From an optimization exercise on the open Yosys and OpenROAD flow, aimed at a short achievable clock period and few clock cycles; shortcuts taken in it are not production practice.
In this exercise RTL edits were held to simulation tests only and were not proved equivalent to the original.
Power and IR drop assume default switching activity.

==> run H <==
==> flow/design.v <==
module ks_adder32(input [31:0] a, input [31:0] b, input [31:0] an, input [31:0] bn,
                  input cin, output [31:0] sum, output [31:0] g, output [31:0] t);
assign g = ~(an | bn);      
assign t = ~(an & bn);      
wire [31:0] h = a ^ b;
wire [31:0] g1, p1, g2, p2, g3, p3, g4, p4, g5, p5;
wire [31:0] gin = {g[31:1], g[0] | (t[0] & cin)};
genvar i;
generate
  for (i = 0; i < 32; i = i + 1) begin : lv
    if (i >= 1) begin : l1
      assign g1[i] = gin[i] | (t[i] & gin[i-1]);
      assign p1[i] = t[i] & t[i-1];
    end else begin : l1b
      assign g1[i] = gin[i];
      assign p1[i] = t[i];
    end
    if (i >= 2) begin : l2
      assign g2[i] = g1[i] | (p1[i] & g1[i-2]);
      assign p2[i] = p1[i] & p1[i-2];
    end else begin : l2b
      assign g2[i] = g1[i];
      assign p2[i] = p1[i];
    end
    if (i >= 4) begin : l3
      assign g3[i] = g2[i] | (p2[i] & g2[i-4]);
      assign p3[i] = p2[i] & p2[i-4];
    end else begin : l3b
      assign g3[i] = g2[i];
      assign p3[i] = p2[i];
    end
    if (i >= 8) begin : l4
      assign g4[i] = g3[i] | (p3[i] & g3[i-8]);
      assign p4[i] = p3[i] & p3[i-8];
    end else begin : l4b
      assign g4[i] = g3[i];
      assign p4[i] = p3[i];
    end
    if (i >= 16) begin : l5
      assign g5[i] = g4[i] | (p4[i] & g4[i-16]);
      assign p5[i] = p4[i] & p4[i-16];
    end else begin : l5b
      assign g5[i] = g4[i];
      assign p5[i] = p4[i];
    end
  end
endgenerate
assign sum = h ^ {g5[30:0], cin};
endmodule
module ks_adder16(input [15:0] a, input [15:0] b, output [15:0] sum, output cout);
wire [15:0] g0 = a & b;
wire [15:0] p0 = a ^ b;
wire [15:0] g1, p1, g2, p2, g3, p3, g4, p4;
genvar i;
generate
  for (i = 0; i < 16; i = i + 1) begin : lv
    if (i >= 1) begin : l1
      assign g1[i] = g0[i] | (p0[i] & g0[i-1]);
      assign p1[i] = p0[i] & p0[i-1];
    end else begin : l1b
      assign g1[i] = g0[i];
      assign p1[i] = p0[i];
    end
    if (i >= 2) begin : l2
      assign g2[i] = g1[i] | (p1[i] & g1[i-2]);
      assign p2[i] = p1[i] & p1[i-2];
    end else begin : l2b
      assign g2[i] = g1[i];
      assign p2[i] = p1[i];
    end
    if (i >= 4) begin : l3
      assign g3[i] = g2[i] | (p2[i] & g2[i-4]);
      assign p3[i] = p2[i] & p2[i-4];
    end else begin : l3b
      assign g3[i] = g2[i];
      assign p3[i] = p2[i];
    end
    if (i >= 8) begin : l4
      assign g4[i] = g3[i] | (p3[i] & g3[i-8]);
      assign p4[i] = p3[i] & p3[i-8];
    end else begin : l4b
      assign g4[i] = g3[i];
      assign p4[i] = p3[i];
    end
  end
endgenerate
assign sum = p0 ^ {g4[14:0], 1'b0};
assign cout = g4[15];
endmodule
module DATAPATH_CON_PIPELINE(clk,reset,imem_addr,imem_rdata,dmem_addr,dmem_wdata,dmem_we,dmem_rdata);
input clk;
input reset;
output [31:0] imem_addr;
input  [31:0] imem_rdata;
output [31:0] dmem_addr;
output [31:0] dmem_wdata;
output dmem_we;
input  [31:0] dmem_rdata;
localparam OP_R = 6'b000000, OP_ADDI = 6'b001000, OP_SLTI = 6'b001010, OP_ANDI = 6'b001100,
           OP_ORI = 6'b001101, OP_LUI = 6'b001111, OP_LW = 6'b100011, OP_SW = 6'b101011,
           OP_BEQ = 6'b000100, OP_BNE = 6'b000101, OP_J = 6'b000010;
localparam FN_ADD = 6'b100000, FN_SUB = 6'b100010, FN_AND = 6'b100100, FN_OR = 6'b100101,
           FN_NOR = 6'b100111, FN_SLT = 6'b101010;
reg  [31:0] pc;
reg  [31:0] d_inst;
reg  [31:0] d_pc4;
reg  [31:0] d_tgt;       
reg         d_pred;      
reg         d_valid;
reg  [31:0] x_a;         
reg  [31:0] x_an;        
reg  [31:0] x_b;         
reg  [31:0] x_opb;       
reg  [31:0] x_opbn;      
reg  [31:0] x_alt;       
reg         x_sub;       
reg         x_r_sum, x_r_and, x_r_or, x_r_nor, x_r_slt, x_r_b;
reg         x_regwrite, x_load, x_store, x_branch, x_bne, x_pred;
reg  [4:0]  x_dest;
reg  [31:0] m_res, m_sd;
reg         m_regwrite, m_load, m_store;
reg  [4:0]  m_dest;
reg  [31:0] w_res;
reg         w_regwrite;
reg  [4:0]  w_dest;
reg  [31:0] rf [1:31];
assign imem_addr = pc;
wire [31:0] pc4 = pc + 32'd4;
wire [5:0]  f_op = imem_rdata[31:26];
wire [15:0] f_imm = imem_rdata[15:0];
wire f_j   = (f_op == OP_J);
wire f_beq = (f_op == OP_BEQ);
wire f_bne = (f_op == OP_BNE);
wire f_same = (imem_rdata[25:21] == imem_rdata[20:16]);
wire f_pred = (f_bne & ~f_same) | (f_beq & (f_same | f_imm[15]));
wire [31:0] f_tgt  = pc4 + {{14{f_imm[15]}}, f_imm, 2'b00};
wire [31:0] f_jtgt = {pc4[31:28], imem_rdata[25:0], 2'b00};
wire [5:0] op = d_inst[31:26];
wire [5:0] fn = d_inst[5:0];
wire [4:0] rs = d_inst[25:21];
wire [4:0] rt = d_inst[20:16];
wire [4:0] rd = d_inst[15:11];
wire [15:0] imm16 = d_inst[15:0];
wire is_r    = (op == OP_R);
wire is_addi = (op == OP_ADDI);
wire is_slti = (op == OP_SLTI);
wire is_andi = (op == OP_ANDI);
wire is_ori  = (op == OP_ORI);
wire is_lui  = (op == OP_LUI);
wire is_lw   = (op == OP_LW);
wire is_sw   = (op == OP_SW);
wire is_beq  = (op == OP_BEQ);
wire is_bne  = (op == OP_BNE);
wire is_br   = is_beq | is_bne;
wire f_add = is_r & (fn == FN_ADD);
wire f_sub = is_r & (fn == FN_SUB);
wire f_and = is_r & (fn == FN_AND);
wire f_or  = is_r & (fn == FN_OR);
wire f_nor = is_r & (fn == FN_NOR);
wire f_slt = is_r & (fn == FN_SLT);
wire use_rs = ~is_lui & (op != OP_J);
wire use_rt = is_r | is_sw | is_br;
wire [4:0] dest = is_r ? rd : rt;
wire regwrite = is_r | is_addi | is_slti | is_andi | is_ori | is_lui | is_lw;
wire [31:0] rf_rs = (rs == 5'd0) ? 32'd0 : (w_regwrite && w_dest == rs) ? w_res : rf[rs];
wire [31:0] rf_rt = (rt == 5'd0) ? 32'd0 : (w_regwrite && w_dest == rt) ? w_res : rf[rt];
wire [31:0] imm_val = is_lui ? {imm16, 16'd0} :
                      (is_andi | is_ori) ? {16'd0, imm16} : {{16{imm16[15]}}, imm16};
wire rs_x = (rs != 5'd0) && (rs == x_dest);
wire rt_x = (rt != 5'd0) && (rt == x_dest);
wire rs_m = (rs != 5'd0) && (rs == m_dest);
wire rt_m = (rt != 5'd0) && (rt == m_dest);
wire stall = d_valid & x_load & ((use_rs & rs_x) | (use_rt & rt_x));
wire [31:0] m_val = m_load ? dmem_rdata : m_res;
wire a_ex = x_regwrite & rs_x;
wire t_ex = x_regwrite & rt_x;
wire [31:0] a_other = (m_regwrite & rs_m) ? m_val : rf_rs;
wire [31:0] t_other = (m_regwrite & rt_m) ? m_val : rf_rt;
wire [31:0] b_other = is_r ? t_other : imm_val;
wire sub = f_sub | f_slt | is_slti;
wire [31:0] sum, a_and_b, a_or_b;
ks_adder32 u_add(.a(x_a), .b(x_opb), .an(x_an), .bn(x_opbn), .cin(x_sub), .sum(sum), .g(a_and_b), .t(a_or_b));
wire lt = (x_an[31] ^ x_opbn[31]) ? sum[31] : ~x_an[31];
wire [31:0] alu = ({32{x_r_sum}} & sum) | ({32{x_r_and}} & a_and_b) |
                  ({32{x_r_or}} & a_or_b) | ({32{x_r_nor}} & ~a_or_b) |
                  ({32{x_r_b}} & x_opb) | {31'd0, x_r_slt & lt};
wire eq = (x_a == x_b);
wire mispredict = x_branch & ((eq ^ x_bne) ^ x_pred);
always @(posedge clk) begin
  if (reset) pc <= 32'd0;
  else if (mispredict) pc <= x_alt;
  else if (stall) pc <= pc;
  else if (f_j) pc <= f_jtgt;
  else if (f_pred) pc <= f_tgt;
  else pc <= pc4;
  if (reset | mispredict) d_valid <= 1'b0;
  else if (!stall) d_valid <= 1'b1;
  if (!stall) begin
    d_inst <= imem_rdata;
    d_pc4  <= pc4;
    d_tgt  <= f_tgt;
    d_pred <= f_pred;
  end
  x_a     <= a_ex ? alu : (use_rs ? a_other : 32'd0);
  x_an    <= ~(a_ex ? alu : (use_rs ? a_other : 32'd0));
  x_b     <= t_ex ? alu : t_other;
  x_opb   <= (is_r & t_ex) ? (sub ? ~alu : alu) : (sub ? ~b_other : b_other);
  x_opbn  <= (is_r & t_ex) ? (sub ? alu : ~alu) : (sub ? b_other : ~b_other);
  x_alt   <= d_pred ? d_pc4 : d_tgt;
  x_dest  <= dest;
  x_sub   <= sub;
  x_r_sum <= f_add | f_sub | is_addi | is_lw | is_sw;
  x_r_and <= f_and | is_andi;
  x_r_or  <= f_or | is_ori;
  x_r_nor <= f_nor;
  x_r_slt <= f_slt | is_slti;
  x_r_b   <= is_lui;
  x_bne   <= is_bne;
  x_pred  <= d_pred;
  if (reset | mispredict | stall | ~d_valid) begin
    x_regwrite <= 1'b0;
    x_load     <= 1'b0;
    x_store    <= 1'b0;
    x_branch   <= 1'b0;
  end else begin
    x_regwrite <= regwrite & (dest != 5'd0);
    x_load     <= is_lw;
    x_store    <= is_sw;
    x_branch   <= is_br;
  end
  m_res  <= alu;
  m_sd   <= x_b;
  m_dest <= x_dest;
  if (reset) begin
    m_regwrite <= 1'b0;
    m_load     <= 1'b0;
    m_store    <= 1'b0;
  end else begin
    m_regwrite <= x_regwrite;
    m_load     <= x_load;
    m_store    <= x_store;
  end
  w_res  <= m_val;
  w_dest <= m_dest;
  if (reset) w_regwrite <= 1'b0;
  else w_regwrite <= m_regwrite;
  if (w_regwrite) rf[w_dest] <= w_res;
end
assign dmem_addr  = m_res;
assign dmem_wdata = m_sd;
assign dmem_we    = m_store;
endmodule
==> flow/run.sh <==
#!/bin/bash
# synth_recipe.tcl (not shown) runs the flow's synth.tcl, then flattens the netlist and writes it again
# the make line also repeats each setting of config.mk as NAME=value (left out here)
make -C /OpenROAD-flow-scripts/flow DESIGN_CONFIG=/design/flow/config.mk WORK_HOME=/design/flow/orfs CLKGATE_MAP_FILE= SYNTH_SCRIPT=/design/flow/synth_recipe.tcl finish
==> flow/config.mk <==
export PLATFORM = sky130hd
export DESIGN_NAME = DATAPATH_CON_PIPELINE
export DESIGN_NICKNAME = DATAPATH_CON_PIPELINE
export VERILOG_FILES = /design/flow/design.v
export SDC_FILE = /design/flow/constraint.sdc
export NUM_CORES = 4
export LEC_CHECK = 0
export ABC_CLOCK_PERIOD_IN_PS = 2500
export CAP_MARGIN = 20
export CORE_MARGIN = 2
export CORE_UTILIZATION = 40
export SETUP_SLACK_MARGIN = 4.7
export SLEW_MARGIN = 20
export TNS_END_PERCENT = 100
==> flow/constraint.sdc <==
create_clock -name core_clock -period 7.5 [get_ports {clk}]
set_input_delay 1.5000 -clock core_clock [delete_from_list [all_inputs] [get_ports {clk}]]
set_output_delay 1.5000 -clock core_clock [all_outputs]
set_load 0.01 [all_outputs]
==> run G (differences from run H) <==
--- a/flow/design.v
+++ b/flow/design.v
@@ -49,36 +49,19 @@
 endmodule
-module ks_adder16(input [15:0] a, input [15:0] b, output [15:0] sum, output cout);
-wire [15:0] g0 = a & b;
-wire [15:0] p0 = a ^ b;
-wire [15:0] g1, p1, g2, p2, g3, p3, g4, p4;
-genvar i;
+module ks_add #(parameter N = 30, parameter L = 5) (input [N-1:0] a, input [N-1:0] b, input cin, output [N-1:0] sum);
+wire [N-1:0] gg [0:L];
+wire [N-1:0] pp [0:L];
+wire [N-1:0] t = a | b;
+assign gg[0] = {a[N-1:1] & b[N-1:1], (a[0] & b[0]) | (t[0] & cin)};
+assign pp[0] = t;
+genvar k, i;
 generate
-  for (i = 0; i < 16; i = i + 1) begin : lv
-    if (i >= 1) begin : l1
-      assign g1[i] = g0[i] | (p0[i] & g0[i-1]);
-      assign p1[i] = p0[i] & p0[i-1];
-    end else begin : l1b
-      assign g1[i] = g0[i];
-      assign p1[i] = p0[i];
-    end
-    if (i >= 2) begin : l2
-      assign g2[i] = g1[i] | (p1[i] & g1[i-2]);
-      assign p2[i] = p1[i] & p1[i-2];
-    end else begin : l2b
-      assign g2[i] = g1[i];
-      assign p2[i] = p1[i];
-    end
-    if (i >= 4) begin : l3
-      assign g3[i] = g2[i] | (p2[i] & g2[i-4]);
-      assign p3[i] = p2[i] & p2[i-4];
-    end else begin : l3b
-      assign g3[i] = g2[i];
-      assign p3[i] = p2[i];
-    end
-    if (i >= 8) begin : l4
-      assign g4[i] = g3[i] | (p3[i] & g3[i-8]);
-      assign p4[i] = p3[i] & p3[i-8];
-    end else begin : l4b
-      assign g4[i] = g3[i];
-      assign p4[i] = p3[i];
+  for (k = 0; k < L; k = k + 1) begin : lvl
+    for (i = 0; i < N; i = i + 1) begin : bt
+      if (i >= (1 << k)) begin : comb
+        assign gg[k+1][i] = gg[k][i] | (pp[k][i] & gg[k][i - (1 << k)]);
+        assign pp[k+1][i] = pp[k][i] & pp[k][i - (1 << k)];
+      end else begin : pass
+        assign gg[k+1][i] = gg[k][i];
+        assign pp[k+1][i] = pp[k][i];
+      end
     end
@@ -86,4 +69,5 @@
 endgenerate
-assign sum = p0 ^ {g4[14:0], 1'b0};
-assign cout = g4[15];
+wire [N-1:0] c = {gg[L][N-2:0], cin};
+wire [N-1:0] ac = a ^ c;
+assign sum = (b & ~ac) | (~b & ac);
 endmodule
@@ -104,6 +88,6 @@
 reg  [31:0] pc;
+reg  [31:0] pc_n;
 reg  [31:0] d_inst;
+reg  [31:1] d_rs_oh, d_rt_oh;    
 reg  [31:0] d_pc4;
-reg  [31:0] d_tgt;       
-reg         d_pred;      
 reg         d_valid;
@@ -119,3 +103,4 @@
 reg  [4:0]  x_dest;
-reg  [31:0] m_res, m_sd;
+reg  [31:0] m_res, m_sd;       
+reg  [31:0] m_res_n;           
 reg         m_regwrite, m_load, m_store;
@@ -127,11 +112,14 @@
 assign imem_addr = pc;
-wire [31:0] pc4 = pc + 32'd4;
+wire [31:0] pc_i = ~pc_n;
+wire [31:0] pc4 = pc_i + 32'd4;
 wire [5:0]  f_op = imem_rdata[31:26];
-wire [15:0] f_imm = imem_rdata[15:0];
 wire f_j   = (f_op == OP_J);
-wire f_beq = (f_op == OP_BEQ);
-wire f_bne = (f_op == OP_BNE);
-wire f_same = (imem_rdata[25:21] == imem_rdata[20:16]);
-wire f_pred = (f_bne & ~f_same) | (f_beq & (f_same | f_imm[15]));
-wire [31:0] f_tgt  = pc4 + {{14{f_imm[15]}}, f_imm, 2'b00};
+wire [31:1] f_rs_oh, f_rt_oh;
+genvar gi;
+generate
+  for (gi = 1; gi < 32; gi = gi + 1) begin : dec
+    assign f_rs_oh[gi] = (imem_rdata[25:21] == gi);
+    assign f_rt_oh[gi] = (imem_rdata[20:16] == gi);
+  end
+endgenerate
 wire [31:0] f_jtgt = {pc4[31:28], imem_rdata[25:0], 2'b00};
@@ -142,2 +130,5 @@
 wire [4:0] rd = d_inst[15:11];
+wire [31:0] d_tgt = d_pc4 + {{14{d_inst[15]}}, d_inst[15:0], 2'b00};
+wire same_src = (d_inst[25:21] == d_inst[20:16]);
+wire d_pred = ((op == OP_BNE) & ~same_src) | ((op == OP_BEQ) & (same_src | d_inst[15]));
 wire [15:0] imm16 = d_inst[15:0];
@@ -164,4 +155,14 @@
 wire regwrite = is_r | is_addi | is_slti | is_andi | is_ori | is_lui | is_lw;
-wire [31:0] rf_rs = (rs == 5'd0) ? 32'd0 : (w_regwrite && w_dest == rs) ? w_res : rf[rs];
-wire [31:0] rf_rt = (rt == 5'd0) ? 32'd0 : (w_regwrite && w_dest == rt) ? w_res : rf[rt];
+reg  [31:0] rd_rs, rd_rt;
+integer ri;
+always @(*) begin
+  rd_rs = 32'd0;
+  rd_rt = 32'd0;
+  for (ri = 1; ri < 32; ri = ri + 1) begin
+    rd_rs = rd_rs | ({32{d_rs_oh[ri]}} & rf[ri]);
+    rd_rt = rd_rt | ({32{d_rt_oh[ri]}} & rf[ri]);
+  end
+end
+wire [31:0] rf_rs = (w_regwrite && w_dest == rs) ? w_res : rd_rs;
+wire [31:0] rf_rt = (w_regwrite && w_dest == rt) ? w_res : rd_rt;
 wire [31:0] imm_val = is_lui ? {imm16, 16'd0} :
@@ -173,3 +174,4 @@
 wire stall = d_valid & x_load & ((use_rs & rs_x) | (use_rt & rt_x));
-wire [31:0] m_val = m_load ? dmem_rdata : m_res;
+wire id_redirect = d_valid & ~stall & d_pred;
+wire [31:0] m_val = m_load ? dmem_rdata : ~m_res_n;
 wire a_ex = x_regwrite & rs_x;
@@ -192,6 +194,12 @@
   else if (stall) pc <= pc;
+  else if (id_redirect) pc <= d_tgt;
   else if (f_j) pc <= f_jtgt;
-  else if (f_pred) pc <= f_tgt;
   else pc <= pc4;
-  if (reset | mispredict) d_valid <= 1'b0;
+  if (reset) pc_n <= ~32'd0;
+  else if (mispredict) pc_n <= ~x_alt;
+  else if (stall) pc_n <= pc_n;
+  else if (id_redirect) pc_n <= ~d_tgt;
+  else if (f_j) pc_n <= ~f_jtgt;
+  else pc_n <= ~pc4;
+  if (reset | mispredict | id_redirect) d_valid <= 1'b0;
   else if (!stall) d_valid <= 1'b1;
@@ -199,5 +207,5 @@
     d_inst <= imem_rdata;
+    d_rs_oh <= f_rs_oh;
+    d_rt_oh <= f_rt_oh;
     d_pc4  <= pc4;
-    d_tgt  <= f_tgt;
-    d_pred <= f_pred;
   end
@@ -231,2 +239,3 @@
   m_res  <= alu;
+  m_res_n <= ~alu;
   m_sd   <= x_b;
==> run Z (differences from run H) <==
--- a/flow/design.v
+++ b/flow/design.v
@@ -49,36 +49,36 @@
 endmodule
-module ks_adder16(input [15:0] a, input [15:0] b, output [15:0] sum, output cout);
-wire [15:0] g0 = a & b;
-wire [15:0] p0 = a ^ b;
-wire [15:0] g1, p1, g2, p2, g3, p3, g4, p4;
+module ks_add #(parameter N = 30, parameter L = 5) (input [N-1:0] a, input [N-1:0] b, input cin, output [N-1:0] sum);
+wire [N-1:0] gg [0:L];
+wire [N-1:0] pp [0:L];
+wire [N-1:0] t = a | b;
+assign gg[0] = {a[N-1:1] & b[N-1:1], (a[0] & b[0]) | (t[0] & cin)};
+assign pp[0] = t;
+genvar k, i;
+generate
+  for (k = 0; k < L; k = k + 1) begin : lvl
+    for (i = 0; i < N; i = i + 1) begin : bt
+      if (i >= (1 << k)) begin : comb
+        assign gg[k+1][i] = gg[k][i] | (pp[k][i] & gg[k][i - (1 << k)]);
+        assign pp[k+1][i] = pp[k][i] & pp[k][i - (1 << k)];
+      end else begin : pass
+        assign gg[k+1][i] = gg[k][i];
+        assign pp[k+1][i] = pp[k][i];
+      end
+    end
+  end
+endgenerate
+wire [N-1:0] c = {gg[L][N-2:0], cin};
+wire [N-1:0] ac = a ^ c;
+assign sum = (b & ~ac) | (~b & ac);
+endmodule
+module incdec #(parameter N = 14) (input [N-1:0] a, output [N-1:0] inc, output [N-1:0] dec);
 genvar i;
 generate
-  for (i = 0; i < 16; i = i + 1) begin : lv
-    if (i >= 1) begin : l1
-      assign g1[i] = g0[i] | (p0[i] & g0[i-1]);
-      assign p1[i] = p0[i] & p0[i-1];
-    end else begin : l1b
-      assign g1[i] = g0[i];
-      assign p1[i] = p0[i];
-    end
-    if (i >= 2) begin : l2
-      assign g2[i] = g1[i] | (p1[i] & g1[i-2]);
-      assign p2[i] = p1[i] & p1[i-2];
-    end else begin : l2b
-      assign g2[i] = g1[i];
-      assign p2[i] = p1[i];
-    end
-    if (i >= 4) begin : l3
-      assign g3[i] = g2[i] | (p2[i] & g2[i-4]);
-      assign p3[i] = p2[i] & p2[i-4];
-    end else begin : l3b
-      assign g3[i] = g2[i];
-      assign p3[i] = p2[i];
-    end
-    if (i >= 8) begin : l4
-      assign g4[i] = g3[i] | (p3[i] & g3[i-8]);
-      assign p4[i] = p3[i] & p3[i-8];
-    end else begin : l4b
-      assign g4[i] = g3[i];
-      assign p4[i] = p3[i];
+  for (i = 0; i < N; i = i + 1) begin : bt
+    if (i == 0) begin : b0
+      assign inc[i] = ~a[i];
+      assign dec[i] = ~a[i];
+    end else begin : bn
+      assign inc[i] = a[i] ^ (&a[i-1:0]);
+      assign dec[i] = a[i] ^ ~(|a[i-1:0]);
     end
@@ -86,4 +86,2 @@
 endgenerate
-assign sum = p0 ^ {g4[14:0], 1'b0};
-assign cout = g4[15];
 endmodule
@@ -104,6 +102,9 @@
 reg  [31:0] pc;
+reg  [31:0] pc4;
 reg  [31:0] d_inst;
-reg  [31:0] d_pc4;
-reg  [31:0] d_tgt;       
-reg         d_pred;      
+reg  [31:1] d_rs_oh, d_rt_oh;    
+reg         d_haz;               
+reg  [31:0] d_pc4, d_pc8;    
+reg  [15:0] d_tlo;           
+reg         d_tc;            
 reg         d_valid;
@@ -115,2 +116,3 @@
 reg  [31:0] x_alt;       
+reg  [31:0] x_alt4;      
 reg         x_sub;       
@@ -119,3 +121,4 @@
 reg  [4:0]  x_dest;
-reg  [31:0] m_res, m_sd;
+reg  [31:0] m_res, m_sd;       
+reg  [31:0] m_res_n;           
 reg         m_regwrite, m_load, m_store;
@@ -125,14 +128,21 @@
 reg  [4:0]  w_dest;
+reg  [31:1] w_we;        
 reg  [31:0] rf [1:31];
 assign imem_addr = pc;
-wire [31:0] pc4 = pc + 32'd4;
+wire [31:0] pc8 = pc4 + 32'd4;
+wire [16:0] f_tlo = {1'b0, pc4[17:2]} + {1'b0, imem_rdata[15:0]};
+wire [31:0] f_jtgt  = {pc4[31:28], imem_rdata[25:0], 2'b00};
+wire [31:0] f_jtgt4 = f_jtgt + 32'd4;
 wire [5:0]  f_op = imem_rdata[31:26];
-wire [15:0] f_imm = imem_rdata[15:0];
 wire f_j   = (f_op == OP_J);
-wire f_beq = (f_op == OP_BEQ);
-wire f_bne = (f_op == OP_BNE);
-wire f_same = (imem_rdata[25:21] == imem_rdata[20:16]);
-wire f_pred = (f_bne & ~f_same) | (f_beq & (f_same | f_imm[15]));
-wire [31:0] f_tgt  = pc4 + {{14{f_imm[15]}}, f_imm, 2'b00};
-wire [31:0] f_jtgt = {pc4[31:28], imem_rdata[25:0], 2'b00};
+wire f_use_rs = (f_op != OP_LUI) & ~f_j;
+wire f_use_rt = (f_op == OP_R) | (f_op == OP_SW) | (f_op == OP_BEQ) | (f_op == OP_BNE);
+wire [31:1] f_rs_oh, f_rt_oh;
+genvar gi;
+generate
+  for (gi = 1; gi < 32; gi = gi + 1) begin : dec
+    assign f_rs_oh[gi] = (imem_rdata[25:21] == gi);
+    assign f_rt_oh[gi] = (imem_rdata[20:16] == gi);
+  end
+endgenerate
 wire [5:0] op = d_inst[31:26];
@@ -142,2 +152,9 @@
 wire [4:0] rd = d_inst[15:11];
+wire [13:0] d_up = d_pc4[31:18];
+wire [13:0] d_upp, d_upm;
+incdec #(.N(14)) u_up(.a(d_up), .inc(d_upp), .dec(d_upm));
+wire [31:0] d_tgt = {(d_tc == d_inst[15]) ? d_up : d_tc ? d_upp : d_upm, d_tlo, 2'b00};
+wire [31:0] d_tgt4 = d_tgt + 32'd4;
+wire same_src = (d_inst[25:21] == d_inst[20:16]);
+wire d_pred = ((op == OP_BNE) & ~same_src) | ((op == OP_BEQ) & (same_src | d_inst[15]));
 wire [15:0] imm16 = d_inst[15:0];
@@ -164,4 +181,14 @@
 wire regwrite = is_r | is_addi | is_slti | is_andi | is_ori | is_lui | is_lw;
-wire [31:0] rf_rs = (rs == 5'd0) ? 32'd0 : (w_regwrite && w_dest == rs) ? w_res : rf[rs];
-wire [31:0] rf_rt = (rt == 5'd0) ? 32'd0 : (w_regwrite && w_dest == rt) ? w_res : rf[rt];
+reg  [31:0] rd_rs, rd_rt;
+integer ri;
+always @(*) begin
+  rd_rs = 32'd0;
+  rd_rt = 32'd0;
+  for (ri = 1; ri < 32; ri = ri + 1) begin
+    rd_rs = rd_rs | ({32{d_rs_oh[ri]}} & rf[ri]);
+    rd_rt = rd_rt | ({32{d_rt_oh[ri]}} & rf[ri]);
+  end
+end
+wire [31:0] rf_rs = (w_regwrite && w_dest == rs) ? w_res : rd_rs;
+wire [31:0] rf_rt = (w_regwrite && w_dest == rt) ? w_res : rd_rt;
 wire [31:0] imm_val = is_lui ? {imm16, 16'd0} :
@@ -172,4 +199,5 @@
 wire rt_m = (rt != 5'd0) && (rt == m_dest);
-wire stall = d_valid & x_load & ((use_rs & rs_x) | (use_rt & rt_x));
-wire [31:0] m_val = m_load ? dmem_rdata : m_res;
+wire stall = d_valid & x_load & d_haz;
+wire id_redirect = d_valid & ~stall & d_pred;
+wire [31:0] m_val = m_load ? dmem_rdata : ~m_res_n;
 wire a_ex = x_regwrite & rs_x;
@@ -189,9 +217,22 @@
 always @(posedge clk) begin
-  if (reset) pc <= 32'd0;
-  else if (mispredict) pc <= x_alt;
-  else if (stall) pc <= pc;
-  else if (f_j) pc <= f_jtgt;
-  else if (f_pred) pc <= f_tgt;
-  else pc <= pc4;
-  if (reset | mispredict) d_valid <= 1'b0;
+  if (reset) begin
+    pc  <= 32'd0;
+    pc4 <= 32'd4;
+  end else if (mispredict) begin
+    pc  <= x_alt;
+    pc4 <= x_alt4;
+  end else if (stall) begin
+    pc  <= pc;
+    pc4 <= pc4;
+  end else if (id_redirect) begin
+    pc  <= d_tgt;
+    pc4 <= d_tgt4;
+  end else if (f_j) begin
+    pc  <= f_jtgt;
+    pc4 <= f_jtgt4;
+  end else begin
+    pc  <= pc4;
+    pc4 <= pc8;
+  end
+  if (reset | mispredict | id_redirect) d_valid <= 1'b0;
   else if (!stall) d_valid <= 1'b1;
@@ -199,5 +240,10 @@
     d_inst <= imem_rdata;
+    d_rs_oh <= f_rs_oh;
+    d_rt_oh <= f_rt_oh;
+    d_haz   <= is_lw & (rt != 5'd0) & ((f_use_rs & (imem_rdata[25:21] == rt)) |
+                                       (f_use_rt & (imem_rdata[20:16] == rt)));
     d_pc4  <= pc4;
-    d_tgt  <= f_tgt;
-    d_pred <= f_pred;
+    d_pc8  <= pc8;
+    d_tlo  <= f_tlo[15:0];
+    d_tc   <= f_tlo[16];
   end
@@ -209,2 +255,3 @@
   x_alt   <= d_pred ? d_pc4 : d_tgt;
+  x_alt4  <= d_pred ? d_pc8 : d_tgt4;
   x_dest  <= dest;
@@ -231,2 +278,3 @@
   m_res  <= alu;
+  m_res_n <= ~alu;
   m_sd   <= x_b;
@@ -246,3 +294,6 @@
   else w_regwrite <= m_regwrite;
-  if (w_regwrite) rf[w_dest] <= w_res;
+  for (ri = 1; ri < 32; ri = ri + 1)
+    w_we[ri] <= ~reset & m_regwrite & (m_dest == ri);
+  for (ri = 1; ri < 32; ri = ri + 1)
+    if (w_we[ri]) rf[ri] <= w_res;
 end
--- a/flow/config.mk
+++ b/flow/config.mk
@@ -7,3 +7,3 @@
 export LEC_CHECK = 0
-export ABC_CLOCK_PERIOD_IN_PS = 2500
+export ABC_AREA = 1
 export CAP_MARGIN = 20
==> notes <==
Run H completed without violations. Run Z completed with no timing, DRC or antenna violations. Run G completed with no timing, DRC or antenna violations.
The highest register-to-register slack belongs to run Z, the lowest to run H.
Critical path depth, lowest first: run Z, run G, run H.
Between run H and run G, the lower total power is in run H (gap 1.7%, measured against run G).
First-iteration DRC count: run H < run Z < run G.
Non-clock buffer count: run H is higher than run Z (301).
Global-route usage: run G > run Z > run H.
Via count, highest first: run Z, run G, run H.
Hold slack, lowest first: run H, run G, run Z.
Flip-flop and latch count, highest first: run Z, run G, run H.
Count of clock-buffer cells in the layout: run H < run G < run Z.
Testbench counts of run H, summed over its fixed seeds: cycles 77,897.
Testbench counts of run G, summed over its fixed seeds: cycles 82,054.
Testbench counts of run Z, summed over its fixed seeds: cycles 82,054.

## what the ideal ports hide
The flow's constraints put no driver on any port. The routed layouts listed below were extracted and timed again, unchanged, in two steps.
Step 1 sets driving cells, clkbuf_16 on the clock port and buf_2 on the other inputs (assumed; they add their load-dependent delay and slew).
Step 2 moves the port delays by t, midway between the first and last clock arrival at a register: inputs arrive t later, outputs are due t later. That takes back most of the time a late clock gives input paths.
a / b / c = no drivers / after step 1 / after step 2; a / b = the first two.
run	t, ns	setup slack, ns	worst setup path after step 2	slew at the worst register clock pin (ns)	cell pins on the clock port's net
run H	0.869	3.837 / 3.837 / 3.143	input to register	0.07 / 0.07	1
run G	0.873	4.312 / 4.312 / 3.757	input to register	0.07 / 0.07	1
run Z	0.920	4.562 / 4.536 / 3.787	input to register	0.07 / 0.07	1
After both steps setup and hold are still met in every run listed. The setup slack of run Z, which loses most, moves by -0.026 ns with the drivers and by -0.775 ns with both steps.
